Source: an optimization exercise on an open RTL-to-GDS flow (aim: small area). Production flows keep margins and buffers that such runs may drop.
In this exercise RTL edits were held to simulation tests only and were not proved equivalent to the original.
No activity file was given, so power comes from the tool's default toggle rates.

==> flow/design.v (excerpt) <==
module vga_sprite_car_core
   #(parameter CD = 12,    
               ADDR_WIDTH = 13,
               KEY_COLOR = 0
   )
   (
    input  logic clk, reset,
    input  logic [10:0] x, y,
    input  logic cs,
    input  logic write,
    input  logic [13:0] addr,
    input  logic [31:0] wr_data,
    input  logic [11:0] si_rgb,
    output logic [11:0] so_rgb
   );
Size in the first run: ~550 flip-flops, about 0.028 mm² of cells after synthesis.
clock: 10.0 ns
lec_check: 0
abc_area: 1
cap_margin: 10
core_margin: 2
core_utilization: 40
gpl_timing_driven: 0
place_density: 0.6
setup_slack_margin: 0.3
slew_margin: 10
synth_memory_max_bits: 16384
standard.sh (not shown) runs the stock make flow with config.mk's settings and CLKGATE_MAP_FILE= SYNTH_SCRIPT=/design/flow/synth_recipe.tcl, a recipe that flattens the netlist after the stock synthesis.
==> flow/flow/run.sh <==
#!/bin/bash
# The standard layout (standard.sh, the standard synthesis script included) with
# three changes made through ORFS's own variables:
#  - ABC maps the logic for area only (flow/abc_area.script: deepsyn, then
#    area-oriented &nf map with the delay target relaxed, no buffering or upsizing);
#  - clock tree synthesis without dummy loads;
#  - the port buffers are the smallest buffer cell.
# Registers are untouched: ABC runs without -dff, so the standard synthesis's
# flip-flops, their names and cell types, are kept.
set -euo pipefail
W=$PWD
rm -rf "$W/scripts_local"
cp -r "$FLOW_HOME/scripts" "$W/scripts_local"
cp "$W/flow/abc_area.script" "$W/scripts_local/abc_area.script"
export SCRIPTS_DIR="$W/scripts_local"
export CTS_ARGS="-sink_clustering_enable -repair_clock_nets -dont_use_dummy_load -buf_list sky130_fd_sc_hd__clkbuf_16 -sink_clustering_size 20 -sink_clustering_max_diameter 100"
export BUFFER_PORTS_ARGS="-buffer_cell sky130_fd_sc_hd__buf_1"
bash standard.sh > "$W/standard_flow.log" 2>&1
==> flow/flow/abc_area.script <==
strash
&get -n
&deepsyn -J 10 -T 900
&put
strash
&get -n
&nf -p -R 1000
&put
topo
buffer -c -N 12
dnsize -c
The starting point completed without violations.
Change:
- GPL_TIMING_DRIVEN: 0 -> default
- SETUP_SLACK_MARGIN: 0.3 -> default
Non-clock buffer count went up by 28.
Synthesized cell count does not change.
Worst setup slack degrades by 180 ps.
Cell area went down by 1.4%.
Die area is unchanged.
Routed wire length went down by 4.4%.


vga_sprite_car_core, a different RTL version from the one above (not shown whole).
For scale: about 560 flip-flops.
Design vga_sprite_car_core, start of the top module:
module vga_sprite_car_core
   #(parameter CD = 12,    
               ADDR_WIDTH = 13,
               KEY_COLOR = 0
   )
   (
    input  logic clk, reset,
    input  logic [10:0] x, y,
    input  logic cs,
    input  logic write,
    input  logic [13:0] addr,
    input  logic [31:0] wr_data,
    input  logic [11:0] si_rgb,
    output logic [11:0] so_rgb
   );
   localparam N = 20;
   logic [10:0] xo [0:N-1];
   logic [10:0] yo [0:N-1];
   logic [3:0]  ct [0:N-1];
   logic [N-1:0] vld;
   logic bypass_reg;
   logic wr_reg;
   logic [5:0] a;
   logic a_x, a_y, a_c;
   assign wr_reg = cs & write & addr[13];
   assign a = addr[5:0];
   always_comb begin
      a_x = 1'b0; a_y = 1'b0; a_c = 1'b0;
      for (int k = 0; k < N; k++) begin
         if (a == 6'(3*k+1)) a_x = 1'b1;
         if (a == 6'(3*k+2)) a_y = 1'b1;
         if (a == 6'(3*k+3)) a_c = 1'b1;
      end
   end
  ...
Settings: LEC_CHECK=0, ABC_AREA=1, CAP_MARGIN=10, CORE_MARGIN=2, CORE_UTILIZATION=55, PLACE_DENSITY=0.75, SLEW_MARGIN=10, SYNTH_MEMORY_MAX_BITS=16384; clock period 10.0 ns.
==> flow/flow/run.sh <==
#!/bin/bash
# The standard layout (standard.sh, the standard synthesis script included) with
# three changes made through ORFS's own variables:
#  - ABC maps the logic for area only (flow/abc_area.script: deepsyn, then
#    area-oriented &nf map with the delay target relaxed, no buffering or upsizing);
#  - clock tree synthesis without dummy loads;
#  - the port buffers are the smallest buffer cell.
# Registers are untouched: ABC runs without -dff, so the standard synthesis's
# flip-flops, their names and cell types, are kept.
set -euo pipefail
W=$PWD
rm -rf "$W/scripts_local"
cp -r "$FLOW_HOME/scripts" "$W/scripts_local"
cp "$W/flow/abc_area.script" "$W/scripts_local/abc_area.script"
export SCRIPTS_DIR="$W/scripts_local"
export CTS_ARGS='-sink_clustering_enable -repair_clock_nets -dont_use_dummy_load -buf_list sky130_fd_sc_hd__clkbuf_8 -sink_clustering_size 16 -sink_clustering_max_diameter 60'
export BUFFER_PORTS_ARGS="-buffer_cell sky130_fd_sc_hd__buf_1"
bash standard.sh > "$W/standard_flow.log" 2>&1
Scripts as last shown in full above: flow/flow/abc_area.script
Edit:
--- a/flow/flow/run.sh
+++ b/flow/flow/run.sh
@@ -16 +16 @@
-export CTS_ARGS='-sink_clustering_enable -repair_clock_nets -dont_use_dummy_load -buf_list sky130_fd_sc_hd__clkbuf_8 -sink_clustering_size 16 -sink_clustering_max_diameter 60'
+export CTS_ARGS="-sink_clustering_enable -repair_clock_nets -dont_use_dummy_load -buf_list sky130_fd_sc_hd__clkbuf_16 -sink_clustering_size 20 -sink_clustering_max_diameter 100"
==> flow/flow/abc_area.script (replaced) <==
strash
&get -n
&deepsyn -J 10 -T 900
&put
strash
&get -n
&nf -p -R 1000
&put
topo
dnsize -c
--- a/flow/config.mk
+++ b/flow/config.mk
@@ -11,2 +11,2 @@
-export CORE_UTILIZATION = 55
-export PLACE_DENSITY = 0.75
+export CORE_UTILIZATION = 40
+export PLACE_DENSITY = 0.6
Outcome: Routed wire length increases by 5.2%; register-to-register slack gets better by 0.21 ns; global-route usage drops by 8.1 points; fmax increases by 2.2%.
Edit:
--- a/flow/flow/run.sh
+++ b/flow/flow/run.sh
@@ -16 +16 @@
-export CTS_ARGS="-sink_clustering_enable -repair_clock_nets -dont_use_dummy_load -buf_list sky130_fd_sc_hd__clkbuf_16 -sink_clustering_size 20 -sink_clustering_max_diameter 100"
+export CTS_ARGS='-sink_clustering_enable -repair_clock_nets -dont_use_dummy_load -buf_list sky130_fd_sc_hd__clkbuf_8 -sink_clustering_size 16 -sink_clustering_max_diameter 60'
--- a/flow/flow/abc_area.script
+++ b/flow/flow/abc_area.script
@@ -9,0 +10 @@
+buffer -c -N 12
Effect:
- The new run completed with no timing, DRC or antenna violations
- clock skew goes up by 0.0090 ns
- design area goes down slightly
- routed wire length barely changes
- register-to-register slack is better by 0.07 ns
- global-route usage goes down by 0.39 points
- non-clock buffer count goes down by 23
- clock power goes down by about a fifth
- critical path depth goes up by 1
- flip-flop and latch count is unchanged
- worst setup slack is better by 0.14 ns
Edit:
==> flow/flow/run.sh (replaced) <==
#!/bin/bash
# The standard layout (standard.sh, with the standard synthesis script) with
# three changes made through ORFS's own variables:
#  - ABC maps the logic for area (flow/abc_area.script replaces ORFS's
#    abc_area.script in a copy of ORFS's scripts folder: deepsyn, then the
#    area-oriented &nf mapper with the delay target relaxed, then fanout
#    buffering and downsizing; no delay-driven upsizing);
#  - clock tree synthesis without dummy loads (CTS_ARGS);
#  - the port buffers are the smallest buffer cell (BUFFER_PORTS_ARGS).
# Registers are untouched: ABC runs without -dff, so the standard synthesis's
# flip-flops, their names and cell types, are kept.
# make's full output goes to standard_flow.log; each step's log is under orfs/logs.
set -euo pipefail
W=$PWD
rm -rf "$W/scripts_local"
cp -r "$FLOW_HOME/scripts" "$W/scripts_local"
cp "$W/flow/abc_area.script" "$W/scripts_local/abc_area.script"
export SCRIPTS_DIR="$W/scripts_local"
export CTS_ARGS="-sink_clustering_enable -repair_clock_nets -dont_use_dummy_load -buf_list sky130_fd_sc_hd__clkbuf_16 -sink_clustering_size 20 -sink_clustering_max_diameter 100"
export BUFFER_PORTS_ARGS="-buffer_cell sky130_fd_sc_hd__buf_1"
bash standard.sh > "$W/standard_flow.log" 2>&1
=> The new run passed the timing, DRC and antenna checks. Count of clock-buffer cells in the layout shrinks by 14. Sequential power barely changes. Hold slack loses 0.011 ns. First-iteration DRC count shrinks by 3.8%. Routed wire length shrinks by 0.44%. Register-to-register slack gains 0.03 ns.


Setup of job 3301:
Another version of the RTL of vga_sprite_car_core (not shown whole).
Size in the first run: about 3100 cells after synthesis, ~96 I/O pins.
==> flow/design.v (excerpt) <==
module vga_sprite_car_core
   #(parameter CD = 12,    
               ADDR_WIDTH = 13,
               KEY_COLOR = 0
   )
   (
    input  logic clk, reset,
    input  logic [10:0] x, y,
    input  logic cs,
    input  logic write,
    input  logic [13:0] addr,
    input  logic [31:0] wr_data,
    input  logic [11:0] si_rgb,
    output logic [11:0] so_rgb
   );
make LEC_CHECK=0 ABC_AREA=1 CAP_MARGIN=0 CORE_MARGIN=2 CORE_UTILIZATION=40 CTS_BUF_LIST=sky130_fd_sc_hd__clkbuf_16 CTS_CLUSTER_DIAMETER=100 CTS_CLUSTER_SIZE=30 PLACE_DENSITY=0.6 SLEW_MARGIN=0 SYNTH_MEMORY_MAX_BITS=16384 finish   # period 10.0 ns
run.sh (not shown) runs the stock make flow with config.mk's settings and CLKGATE_MAP_FILE= SYNTH_SCRIPT=/design/flow/synth_recipe.tcl, a recipe that flattens the netlist after the stock synthesis.
Stock flow here: none of the scripts above is used.
Setup changes, job 3301 to job 5152
Settings: CTS_CLUSTER_SIZE changed from 30 to 20; GPL_TIMING_DRIVEN newly set to 0.
==> flow/flow/run.sh (new file) <==
#!/bin/bash
# The standard layout (standard.sh, the standard synthesis script included) with
# three changes made through ORFS's own variables:
#  - ABC maps the logic for area only (flow/abc_area.script: deepsyn, then an
#    area-recovering map, no delay-driven buffering or upsizing);
#  - clock tree synthesis without dummy loads;
#  - the port buffers are the smallest buffer cell.
# Registers are untouched: ABC runs without -dff, so the standard synthesis's
# flip-flops, their names and cell types, are kept.
set -euo pipefail
W=$PWD
rm -rf "$W/scripts_local"
cp -r "$FLOW_HOME/scripts" "$W/scripts_local"
cp "$W/flow/abc_area.script" "$W/scripts_local/abc_area.script"
export SCRIPTS_DIR="$W/scripts_local"
export CTS_ARGS="-sink_clustering_enable -repair_clock_nets -dont_use_dummy_load -buf_list sky130_fd_sc_hd__clkbuf_16 -sink_clustering_size 20 -sink_clustering_max_diameter 100"
export BUFFER_PORTS_ARGS="-buffer_cell sky130_fd_sc_hd__buf_1"
bash standard.sh > "$W/standard_flow.log" 2>&1
==> flow/flow/abc_area.script (new file) <==
strash
&get -n
&deepsyn -T 60
&put
dch -f
map -a
topo
dnsize -c
==> flow/standard.sh (new file) <==
#!/bin/bash
# synth_recipe.tcl (not shown) runs the flow's synth.tcl, then flattens the netlist and writes it again
# the make line also repeats each setting of config.mk as NAME=value (left out here)
make -C /OpenROAD-flow-scripts/flow DESIGN_CONFIG=/design/flow/config.mk WORK_HOME=/design/flow/orfs CLKGATE_MAP_FILE= SYNTH_SCRIPT=/design/flow/synth_recipe.tcl "${@:-finish}"
removed: flow/run.sh
Notes after the runs:
Summary of job 5152 over job 3301: share of the final layout cell area in multi-input gates dropped 1.8 points; post-layout minimum cycle time climbed 0.55 ns; fraction of met3 tracks used by global routing climbed 1.5 points; critical path arrival climbed 0.53 ns; first-pass GRT wire length climbed about 2.6%. Compared to job 3301, job 5152 has number of setup buffers added after CTS 4 higher.
Relative to job 5152, the following input files were edited for job 3111:
Settings: CAP_MARGIN: 0 -> 20; SLEW_MARGIN: 0 -> 20; CTS_BUF_LIST: sky130_fd_sc_hd__clkbuf_16 -> sky130_fd_sc_hd__clkbuf_8; CTS_CLUSTER_SIZE: 20 -> unset; CTS_CLUSTER_DIAMETER: 100 -> unset; GPL_TIMING_DRIVEN: 0 -> unset.
==> flow/run.sh (new file) <==
#!/bin/bash
# synth_recipe.tcl (not shown) runs the flow's synth.tcl, then flattens the netlist and writes it again
# the make line also repeats each setting of config.mk as NAME=value (left out here)
make -C /OpenROAD-flow-scripts/flow DESIGN_CONFIG=/design/flow/config.mk WORK_HOME=/design/flow/orfs CLKGATE_MAP_FILE= SYNTH_SCRIPT=/design/flow/synth_recipe.tcl finish
removed: flow/flow/run.sh
removed: flow/flow/abc_area.script
removed: flow/standard.sh
### Flow results
Looking at the reports, job 3111 completed the entire flow and the layout it produced met the timing, DRC and antenna checks.
When job 3111 is measured against job 5152, its final clock period utilization by the worst path turns out 6.8 points lower.
Row post-route minimum period: job 3111 lower / job 5152 higher
Tap cell count for job 3111 is higher than for job 5152.
Clock network fraction of design power, job 5152 and job 3111: higher on job 3111
Final weighted congestion in routability-driven placement in job 3111 is about 5.5% below job 5152.
The instance area at placement of job 3111 exceeds that of job 5152 by about 8%.
The proportion of cell area occupied by multi-input gates of job 3111 exceeds that of job 5152 by 0.49 points.
Inputs modified between job 3111 and job 3252:
Settings: SLEW_MARGIN: 20 -> 0; CAP_MARGIN: 20 -> 0; CTS_CLUSTER_DIAMETER: unset -> 100; CTS_BUF_LIST: sky130_fd_sc_hd__clkbuf_8 -> sky130_fd_sc_hd__clkbuf_16; CTS_CLUSTER_SIZE: unset -> 20.
==> flow/flow/run.sh (new file) <==
#!/bin/bash
# The standard layout (standard.sh, the standard synthesis script included) with
# three changes made through ORFS's own variables:
#  - ABC maps the logic for area only (flow/abc_area.script: deepsyn, then an
#    area-recovering map, no delay-driven buffering or upsizing);
#  - clock tree synthesis without dummy loads;
#  - the port buffers are the smallest buffer cell.
# Registers are untouched: ABC runs without -dff, so the standard synthesis's
# flip-flops, their names and cell types, are kept.
set -euo pipefail
W=$PWD
rm -rf "$W/scripts_local"
cp -r "$FLOW_HOME/scripts" "$W/scripts_local"
cp "$W/flow/abc_area.script" "$W/scripts_local/abc_area.script"
export SCRIPTS_DIR="$W/scripts_local"
export CTS_ARGS="-sink_clustering_enable -repair_clock_nets -dont_use_dummy_load -buf_list sky130_fd_sc_hd__clkbuf_16 -sink_clustering_size 20 -sink_clustering_max_diameter 100"
export BUFFER_PORTS_ARGS="-buffer_cell sky130_fd_sc_hd__buf_1"
bash standard.sh > "$W/standard_flow.log" 2>&1
==> flow/flow/abc_area.script (new file) <==
strash
&get -n
&deepsyn -T 60
&put
dch -f
map -a
topo
dnsize -c
==> flow/standard.sh (new file) <==
#!/bin/bash
# synth_recipe.tcl (not shown) runs the flow's synth.tcl, then flattens the netlist and writes it again
# the make line also repeats each setting of config.mk as NAME=value (left out here)
make -C /OpenROAD-flow-scripts/flow DESIGN_CONFIG=/design/flow/config.mk WORK_HOME=/design/flow/orfs CLKGATE_MAP_FILE= SYNTH_SCRIPT=/design/flow/synth_recipe.tcl "${@:-finish}"
removed: flow/run.sh
## What came out
Diff job 3111 -> job 3252: overall power after layout went down by 0.65 mW, combinational power share went up by 2.2 points, area of all placed cells without fillers went down by 7.3%.
Compared to job 3111, job 3252 has total routing usage reported by global routing 2.3 points higher.
The run showing the smaller wire length after detailed routing is job 3111.
Comparing worst slew margin relative to its limit for job 3252 and job 3111, the smaller number came from job 3252.
Compared with job 3111, in job 3252 power per unit of standard cell area went down about 6%; delay of the slowest cell on the worst path went up 0.38 ns; number of clock buffer instances in the layout went down about 70%.
Inputs modified between job 3252 and job 7570:
Settings: CTS_BUF_LIST changed from sky130_fd_sc_hd__clkbuf_16 to sky130_fd_sc_hd__clkbuf_4; SLEW_MARGIN changed from 0 to 20; CAP_MARGIN changed from 0 to 20; CTS_CLUSTER_DIAMETER removed (was 100); CTS_CLUSTER_SIZE removed (was 20).
==> flow/run.sh (new file) <==
#!/bin/bash
# synth_recipe.tcl (not shown) runs the flow's synth.tcl, then flattens the netlist and writes it again
# the make line also repeats each setting of config.mk as NAME=value (left out here)
make -C /OpenROAD-flow-scripts/flow DESIGN_CONFIG=/design/flow/config.mk WORK_HOME=/design/flow/orfs CLKGATE_MAP_FILE= SYNTH_SCRIPT=/design/flow/synth_recipe.tcl finish
removed: flow/flow/run.sh
removed: flow/flow/abc_area.script
removed: flow/standard.sh
Findings:
- Job 3252 reports its library cell contributing the largest single delay on the critical path as sky130_fd_sc_hd__o41ai_1 while job 7570 reports sky130_fd_sc_hd__inv_1.
- Of the two values seen for highest layer used for signal routing, met4 was produced by job 7570 and met5 by job 3252.
- Job 7570 vs job 3252, DRC violation total after the first TritonRoute iteration went down by about 14%.
- Row count: job 7570 vs job 3252 up 3
- Compared with job 3252, in job 7570 met1 demand-to-capacity share in global routing decreased 3.1 points, number of buffers and inverters on the critical path -3, final period demand of the worst path now sits lower, power dissipated by switching net loads now sits higher.
- In job 7570 the number of non-clock inverters in the layout turned out 5.0% higher than in job 3252.
- From job 3252 to job 7570 the numbers moved as follows: depth of the most critical reg-to-reg path increased about 2.6%; final area up about 9%.

afterwards: timing with drivers on the ports:
How much do the figures lean on ideal ports? The routed layouts below were timed once more, with nothing changed but the port constraints. Step 1: set_driving_cell puts a clkbuf_16 on clk and a buf_2 on each other input, an assumption about the parent block. Step 2 times the ports against the registers' clock, not the clock port: input delays grow and output delays shrink by t, the midpoint of the rising clock arrivals with the driver on. Three values: ideal ports, drivers, drivers and shift; two values: the first two.
run	t, ns	setup WS [ns]	latest minus earliest clock arrival (ns)	worst register clock-pin slew, ns	pins driven straight from the clock port
the first run of note 1	0.692	0.484 / 0.515 / -0.177	0.053 / 0.053	0.09 / 0.09	1
the second run of note 1	0.673	0.300 / 0.336 / -0.337	0.027 / 0.027	0.09 / 0.09	1
the first run of note 2	0.717	0.773 / 0.777 / 0.060	0.060 / 0.061	0.11 / 0.11	1
the second run of note 2	0.631	0.969 / 1.018 / 0.388	0.071 / 0.071	0.09 / 0.09	1
the third run of note 2	0.702	1.107 / 1.136 / 0.434	0.085 / 0.085	0.11 / 0.11	1
the fourth run of note 2	0.683	1.124 / 1.164 / 0.481	0.035 / 0.034	0.09 / 0.09	1
job 3301	0.653	0.954 / 0.954 / 0.301	0.023 / 0.022	0.12 / 0.12	1
job 5152	0.671	0.406 / 0.433 / -0.239	0.036 / 0.037	0.09 / 0.09	1
job 3111	0.738	1.081 / 1.097 / 0.358	0.032 / 0.033	0.07 / 0.07	1
job 3252	0.682	0.735 / 0.775 / 0.092	0.020 / 0.021	0.09 / 0.09	1
job 7570	1.043	1.364 / 1.384 / 0.340	0.059 / 0.059	0.07 / 0.07	1
With both steps, setup timing fails in the first run of note 1, the second run of note 1 and job 5152, where it was met with ideal ports. The setup slack of job 7570, which loses most, moves by +0.020 ns with the drivers and by -1.024 ns with both steps.
